Source: an optimization exercise on an open RTL-to-GDS flow (aim: small area and a short achievable clock period). Production flows keep margins and buffers that such runs may drop. Function was checked by simulation only, so behaviour that the tests miss may differ from the original. Power and IR drop assume default switching activity.

## amber
==> flow/design.v (excerpt) <==
module divider_top (
    input  wire        clk,
    input  wire [31:0] dividend,
    input  wire [31:0] divisor,
    output reg  [31:0] quotient,
    output reg  [31:0] remainder
);
    reg  [31:0] dividend_q, divisor_q;
    wire [31:0] quotient_d, remainder_d;
    signed_divider #(.WIDTH(32)) u_div (
        .dividend (dividend_q),
        .divisor  (divisor_q),
        .quotient (quotient_d),
        .remainder(remainder_d)
    );
    always @(posedge clk) begin
        dividend_q <= dividend;
        divisor_q  <= divisor;
        quotient   <= quotient_d;
        remainder  <= remainder_d;
    end
endmodule
clock: 140.0 ns
lec_check: 0
abc_area: 1
cap_margin: 20
core_margin: 2
core_utilization: 40
slew_margin: 20
standard.sh (not shown) runs the stock make flow with config.mk's settings and CLKGATE_MAP_FILE= SYNTH_SCRIPT=/design/flow/synth_recipe.tcl, a recipe that flattens the netlist after the stock synthesis.
==> flow/flow/run.sh <==
#!/bin/bash
# The standard layout (standard.sh), with ORFS's repair_timing steps asked to
# leave a setup margin of 97 ns and limited to resizing gates and inserting buffers
# (no gate cloning, buffer removal or pin swaps); clock period, constraints and
# every other step are unchanged.
set -euo pipefail
bash standard.sh SETUP_SLACK_MARGIN=97 SETUP_MOVE_SEQUENCE=sizeup,buffer SKIP_GATE_CLONING=1 \
  SKIP_BUFFER_REMOVAL=1 SKIP_PIN_SWAP=1 finish > standard_make.log 2>&1
amber went all the way through the flow, and no timing, DRC or antenna check failed.
Setup changes, amber to juniper
==> flow/flow/run.sh <==
#!/bin/bash
# The standard layout (standard.sh), with ORFS's repair_timing steps asked to
# leave a setup margin of 99 ns and limited to resizing gates (no buffering,
# cloning, buffer removal or pin swaps), so the netlist's structure stays that of
# the standard synthesis; clock period, constraints and every other step are unchanged.
set -euo pipefail
bash standard.sh SETUP_SLACK_MARGIN=99 SETUP_MOVE_SEQUENCE=sizeup SKIP_GATE_CLONING=1 \
  SKIP_BUFFER_REMOVAL=1 SKIP_PIN_SWAP=1 finish > standard_make.log 2>&1
[summary]
When the final numbers for juniper and amber were put side by side, the critical path depth turned out to be greater in juniper. ~same largest net degree at the start of global routing in juniper and amber. Going from amber to juniper, ratio of final minimum period to clock period shows an increase of 0.99 points, setup slack shows a reduction of 1380 ps, transition time at the pin with the least slew margin shows a reduction of 190 ps, first-pass GRT wire length shows no meaningful change, count of cells along the worst hold path shows a reduction of 1. Compared with amber, juniper shows a lower routed wire length. Summary of juniper over amber: wire length the detailed router placed on met1 lower, power share of the clock group higher, setup TNS roughly the same.
### juniper -> raven
==> flow/run.sh (new file) <==
#!/bin/bash
# synth_recipe.tcl (not shown) runs the flow's synth.tcl, then flattens the netlist and writes it again
# the make line also repeats each setting of config.mk as NAME=value (left out here)
make -C /OpenROAD-flow-scripts/flow DESIGN_CONFIG=/design/flow/config.mk WORK_HOME=/design/flow/orfs CLKGATE_MAP_FILE= SYNTH_SCRIPT=/design/flow/synth_recipe.tcl finish
-- flow/config.mk --
<<< juniper, line 8
export ABC_AREA = 1
export CAP_MARGIN = 20
export CORE_MARGIN = 2
export CORE_UTILIZATION = 40
export SLEW_MARGIN = 20
>>> raven, line 8
export ABC_AREA = 1
export CAP_MARGIN = 50
export CORE_MARGIN = 2
export CORE_UTILIZATION = 40
export SLEW_MARGIN = 50
removed: flow/flow/run.sh
removed: flow/standard.sh
Results
raven: PASS, flow complete, no timing, DRC or antenna violations
raven ends up with a stage delay of the slowest cell on the critical path that is 360 ps lower than in juniper.
~same global-route met3 utilization in raven and juniper
Diff raven and juniper: number of resized instances in the post-cts repair step higher in juniper

* * *

v6:
Starting RTL as in the previous note.
clock: 140.0 ns
lec_check: 0
abc_area: 1
cap_margin: 80
core_margin: 2
core_utilization: 40
slew_margin: 80
run.sh (not shown) runs the stock make flow with config.mk's settings and CLKGATE_MAP_FILE= SYNTH_SCRIPT=/design/flow/synth_recipe.tcl, a recipe that flattens the netlist after the stock synthesis.
Stock flow here: none of the scripts above is used.
v6: full flow OK, the timing, DRC and antenna checks passed
Modified inputs, v7 compared to v6
# v6
export LEC_CHECK = 0
export ABC_AREA = 1
export CAP_MARGIN = 80
export CORE_MARGIN = 2
export CORE_UTILIZATION = 40
export SLEW_MARGIN = 80
create_clock -name core_clock -period 140.0 [get_ports {clk}]
# v7
export LEC_CHECK = 0
export ABC_AREA = 1
export CAP_MARGIN = 20
export CORE_MARGIN = 2
export CORE_UTILIZATION = 40
export SLEW_MARGIN = 20
create_clock -name core_clock -period 140.0 [get_ports {clk}]
==> flow/flow/run.sh (new file) <==
#!/bin/bash
# The standard layout (standard.sh), with ORFS's repair_timing steps asked to
# leave a setup margin of 96 ns, so that they size and buffer the divider's
# critical paths; clock period, constraints and every other step are unchanged.
set -euo pipefail
bash standard.sh SETUP_SLACK_MARGIN=96 finish > standard_make.log 2>&1
==> flow/standard.sh (new file) <==
#!/bin/bash
# synth_recipe.tcl (not shown) runs the flow's synth.tcl, then flattens the netlist and writes it again
# the make line also repeats each setting of config.mk as NAME=value (left out here)
make -C /OpenROAD-flow-scripts/flow DESIGN_CONFIG=/design/flow/config.mk WORK_HOME=/design/flow/orfs CLKGATE_MAP_FILE= SYNTH_SCRIPT=/design/flow/synth_recipe.tcl "${@:-finish}"
removed: flow/run.sh
Results
The sequential power was comparable across v6 and v7. Going from v6 to v7, hold slack picked up an extra 0.12 ns; area occupied by multi-input gates picked up an extra about 2.4%; final critical-path share of the clock period lost 2.6 points; power attributed to combinational cells picked up an extra 4.1%; combinational share of power picked up an extra 0.4 points. v7 vs. v6: count of clock-net buffers in the final layout went up 2; number of combinational gates with multiple inputs went up 0.86%.

## static timing again, ports no longer ideal
The results above use ideal ports. As a check the final layouts listed here were re-extracted and re-timed, cells and wires unchanged.
Step 1: set_driving_cell puts a clkbuf_16 on clk and a buf_2 on each other input, an assumption about the parent block.
Step 2 adds t to the input delays and takes it off the output delays; t is the mean of the earliest and latest rising clock arrival at the registers after step 1. Input paths then give back, and output paths get back, about the clock's delay inside the block.
a / b / c = ideal ports / drivers / drivers and shift; a / b = the first two.
run	t, ns	slack for setup (ns)	latest minus earliest clock arrival (ns)	pins driven straight from the clock port
amber	0.607	97.216 / 97.216 / 97.216	0.031 / 0.031	1
juniper	0.607	95.832 / 95.832 / 95.832	0.033 / 0.033	1
raven	0.599	92.321 / 92.321 / 92.321	0.029 / 0.029	1
v6	0.599	94.923 / 94.923 / 94.923	0.041 / 0.040	1
v7	0.605	98.630 / 98.630 / 98.630	0.034 / 0.034	1
After both steps setup and hold are still met in every run listed.
